Context: an optimization exercise on an open-source flow, tuned for small area, a short achievable clock period and few clock cycles. The choices shown serve that exercise and are no tape-out recipe. In this exercise RTL edits were held to simulation tests only and were not proved equivalent to the original.

pepper:
==> flow/design.v (excerpt) <==
module bitcoin_hash(input logic clk, reset_n, start,
                    input logic [15:0] message_addr, output_addr,
                    output logic done, mem_we,
                    output logic [15:0] mem_addr,
                    output logic [31:0] mem_write_data,
                    input logic [31:0] mem_read_data);
For scale: about 9900 cells after synthesis, roughly 120 I/O pins, ~0.083 mm^2 of cells after synthesis.
==> flow/config.mk <==
export PLATFORM = sky130hd
export DESIGN_NAME = bitcoin_hash
export DESIGN_NICKNAME = bitcoin_hash
export VERILOG_FILES = /design/flow/design.v
export SDC_FILE = /design/flow/constraint.sdc
export NUM_CORES = 8
export LEC_CHECK = 0
export ABC_AREA = 1
export CAP_MARGIN = 30
export CORE_MARGIN = 2
export CORE_UTILIZATION = 50
export CTS_CLUSTER_DIAMETER = 80
export CTS_CLUSTER_SIZE = 20
export PLACE_DENSITY = 0.65
export SLEW_MARGIN = 30
==> flow/constraint.sdc <==
create_clock -name core_clock -period 8.5 [get_ports {clk}]
set_input_delay 1.7000 -clock core_clock [delete_from_list [all_inputs] [get_ports {clk}]]
set_output_delay 1.7000 -clock core_clock [all_outputs]
set_load 0.01 [all_outputs]
standard.sh (not shown) runs the stock make flow with config.mk's settings and CLKGATE_MAP_FILE= SYNTH_SCRIPT=/design/flow/synth_recipe.tcl, a recipe that flattens the netlist after the stock synthesis.
==> flow/flow/run.sh <==
#!/bin/bash
set -euo pipefail
bash standard.sh SETUP_SLACK_MARGIN=7 finish > flow_make.log 2>&1
Testbench counts of pepper, summed over its fixed seeds: cycles 39,648.
[inputs] harbor vs pepper
Settings: SETUP_SLACK_MARGIN newly set to 5.0.
==> flow/run.sh (new file) <==
#!/bin/bash
# synth_recipe.tcl (not shown) runs the flow's synth.tcl, then flattens the netlist and writes it again
# the make line also repeats each setting of config.mk as NAME=value (left out here)
make -C /OpenROAD-flow-scripts/flow DESIGN_CONFIG=/design/flow/config.mk WORK_HOME=/design/flow/orfs CLKGATE_MAP_FILE= SYNTH_SCRIPT=/design/flow/synth_recipe.tcl finish
removed: flow/flow/run.sh
removed: flow/standard.sh
### Flow results
Delta (harbor minus pepper): number of buffers added by the clock tree synthesis step rose by 1, register-to-register slack went up, maximum number of pins on one net before global-route repair went up, total length of routed wires shrank by 7.5%. Comparing harbor and pepper, the higher total global routing track utilization was measured on pepper.
The inputs of sierra differ from those of harbor as listed below.
Settings: swapping 80 for 90 in CTS_CLUSTER_DIAMETER; swapping 20 for 26 in CTS_CLUSTER_SIZE; swapping 5.0 for 4.8 in SETUP_SLACK_MARGIN.
Notes after the runs:
harbor has completed all stages; timing, DRC and antenna checks passed. Every stage of the flow completed for sierra, and the final layout passed the timing, design-rule and antenna checks. sierra vs. harbor: count of antenna diodes in the layout went down by 3. Comparing setup slack after placement for harbor and sierra, the bigger number came from harbor. On design area: between harbor and sierra, it ends up higher for harbor. Where worst setup slack is concerned, harbor is better than sierra.

## run A
bitcoin_hash again, from the RTL that the note above started with.
clock: 8.5 ns
lec_check: 0
abc_area: 1
cap_margin: 30
core_margin: 2
core_utilization: 60
cts_cluster_diameter: 90
cts_cluster_size: 26
place_density: 0.78
setup_slack_margin: 4.8
slew_margin: 30
run.sh (not shown) runs the stock make flow with config.mk's settings and CLKGATE_MAP_FILE= SYNTH_SCRIPT=/design/flow/synth_recipe.tcl, a recipe that flattens the netlist after the stock synthesis.
Stock flow here: none of the scripts above is used.
Testbench counts of run A, summed over its fixed seeds: cycles 39,648.
The following lists how run B was set up differently from run A:
==> flow/flow/run.sh (new file) <==
#!/bin/bash
set -euo pipefail
bash standard.sh SETUP_SLACK_MARGIN=6 finish > flow_make.log 2>&1
==> flow/standard.sh (new file) <==
#!/bin/bash
# synth_recipe.tcl (not shown) runs the flow's synth.tcl, then flattens the netlist and writes it again
# the make line also repeats each setting of config.mk as NAME=value (left out here)
make -C /OpenROAD-flow-scripts/flow DESIGN_CONFIG=/design/flow/config.mk WORK_HOME=/design/flow/orfs CLKGATE_MAP_FILE= SYNTH_SCRIPT=/design/flow/synth_recipe.tcl "${@:-finish}"
--- a/flow/config.mk
+++ b/flow/config.mk
@@ -9,8 +9,7 @@
 export CAP_MARGIN = 30
 export CORE_MARGIN = 2
-export CORE_UTILIZATION = 60
-export CTS_CLUSTER_DIAMETER = 90
-export CTS_CLUSTER_SIZE = 26
-export PLACE_DENSITY = 0.78
-export SETUP_SLACK_MARGIN = 4.8
+export CORE_UTILIZATION = 50
+export CTS_CLUSTER_DIAMETER = 80
+export CTS_CLUSTER_SIZE = 20
+export PLACE_DENSITY = 0.65
 export SLEW_MARGIN = 30
removed: flow/run.sh
Notes after the runs:
- Looking at global-route wire length before repair across both flows, run B is the weaker of the two, with run A ahead.
- Run A -> run B: sum of net half-perimeters after detailed placement increased by a little under 10%
- Going from run A to run B, length in cells of the worst reg-to-reg path now larger; count of fill cells added during filler insertion rose 1939; tap cell count has increased; die height up about 9%.
- Min cell count across run B and run A: run A
- Run B ends up with higher cell area than run A does.
Changes in run C relative to run B:
==> flow/run.sh (new file) <==
#!/bin/bash
# synth_recipe.tcl (not shown) runs the flow's synth.tcl, then flattens the netlist and writes it again
# the make line also repeats each setting of config.mk as NAME=value (left out here)
make -C /OpenROAD-flow-scripts/flow DESIGN_CONFIG=/design/flow/config.mk WORK_HOME=/design/flow/orfs CLKGATE_MAP_FILE= SYNTH_SCRIPT=/design/flow/synth_recipe.tcl finish
--- a/flow/config.mk
+++ b/flow/config.mk
@@ -13,3 +13,4 @@
 export CTS_CLUSTER_SIZE = 20
 export PLACE_DENSITY = 0.65
+export SETUP_SLACK_MARGIN = 4.5
 export SLEW_MARGIN = 30
removed: flow/flow/run.sh
removed: flow/standard.sh
Comparing run C and run B, final area is higher on run B.
Relative to run B, the global-route usage of run C is lower by 3.2 points.
Diff run B -> run C: average routed wire per standard cell down about 5%.
A last element of the critical path of a[16]$_DFF_P_ is what run C shows, while ba[17]$_DFF_P_ belongs to run B.

bitcoin_hash again, from the RTL that the note above started with.
==> flow/design.v (excerpt) <==
module bitcoin_hash(input logic clk, reset_n, start,
                    input logic [15:0] message_addr, output_addr,
                    output logic done, mem_we,
                    output logic [15:0] mem_addr,
                    output logic [31:0] mem_write_data,
                    input logic [31:0] mem_read_data);
localparam logic [2047:0] K_ALL = {
   32'h428a2f98,32'h71374491,32'hb5c0fbcf,32'he9b5dba5,32'h3956c25b,32'h59f111f1,32'h923f82a4,32'hab1c5ed5,
   32'hd807aa98,32'h12835b01,32'h243185be,32'h550c7dc3,32'h72be5d74,32'h80deb1fe,32'h9bdc06a7,32'hc19bf174,
   32'he49b69c1,32'hefbe4786,32'h0fc19dc6,32'h240ca1cc,32'h2de92c6f,32'h4a7484aa,32'h5cb0a9dc,32'h76f988da,
   32'h983e5152,32'ha831c66d,32'hb00327c8,32'hbf597fc7,32'hc6e00bf3,32'hd5a79147,32'h06ca6351,32'h14292967,
   32'h27b70a85,32'h2e1b2138,32'h4d2c6dfc,32'h53380d13,32'h650a7354,32'h766a0abb,32'h81c2c92e,32'h92722c85,
  ...
clock: 8.5 ns
lec_check: 0
abc_area: 1
cap_margin: 30
core_margin: 2
core_utilization: 55
cts_cluster_diameter: 90
cts_cluster_size: 26
place_density: 0.72
setup_slack_margin: 5.0
slew_margin: 30
Stock flow here: none of the scripts above is used.
Testbench counts at the start, summed over its fixed seeds: cycles 39,648.
Then changed:
--- a/flow/config.mk
+++ b/flow/config.mk
@@ -9,8 +9,8 @@
 export CAP_MARGIN = 30
 export CORE_MARGIN = 2
-export CORE_UTILIZATION = 55
-export CTS_CLUSTER_DIAMETER = 90
-export CTS_CLUSTER_SIZE = 26
-export PLACE_DENSITY = 0.72
-export SETUP_SLACK_MARGIN = 5.0
+export CORE_UTILIZATION = 50
+export CTS_CLUSTER_DIAMETER = 80
+export CTS_CLUSTER_SIZE = 20
+export PLACE_DENSITY = 0.65
+export SETUP_SLACK_MARGIN = 4.8
 export SLEW_MARGIN = 30
What happened: The changed run went through all stages and came out clean. Setup slack gets better by 5.8 ps. First-iteration DRC count decreases by 8.8%. Core utilization decreases by 8.5 points. Final cell count barely changes. Global-route usage decreases by 3.3 points. Die area increases by 9.9%. Non-clock buffer count decreases by 208. Hold slack hardly moves.

[afterwards: timing with drivers on the ports]
The flow's constraints put no driver on any port. The routed layouts listed below were extracted and timed again, unchanged, in two steps.
Step 1 assumes that a clkbuf_16 drives the clock port and a buf_2 every other input.
Step 2 adds t to the input delays and takes it off the output delays; t is the mean of the earliest and latest rising clock arrival at the registers after step 1. Input paths then give back, and output paths get back, about the clock's delay inside the block.
Three values: no drivers, after step 1, after step 2; two values: the first two.
| run | shift t [ns] | setup slack, ns | slew at the worst register clock pin (ns) |
|---|---|---|---|
| pepper | 0.881 | 4.799 / 4.799 / 4.799 | 0.09 / 0.09 |
| harbor | 0.895 | 4.835 / 4.835 / 4.400 | 0.09 / 0.09 |
| sierra | 0.853 | 4.785 / 4.771 / 4.214 | 0.11 / 0.11 |
| run A | 0.853 | 4.755 / 4.748 / 4.303 | 0.11 / 0.11 |
| run B | 0.910 | 4.806 / 4.806 / 4.806 | 0.10 / 0.10 |
| run C | 0.867 | 4.578 / 4.578 / 4.195 | 0.09 / 0.09 |
| the first run of note 3 | 0.842 | 4.764 / 4.764 / 4.332 | 0.11 / 0.11 |
| the second run of note 3 | 0.887 | 4.770 / 4.770 / 4.220 | 0.09 / 0.09 |
After both steps setup and hold are still met in every run listed. For sierra, which loses most, drivers alone change the setup slack by -0.014 ns; drivers and shift together by -0.571 ns.
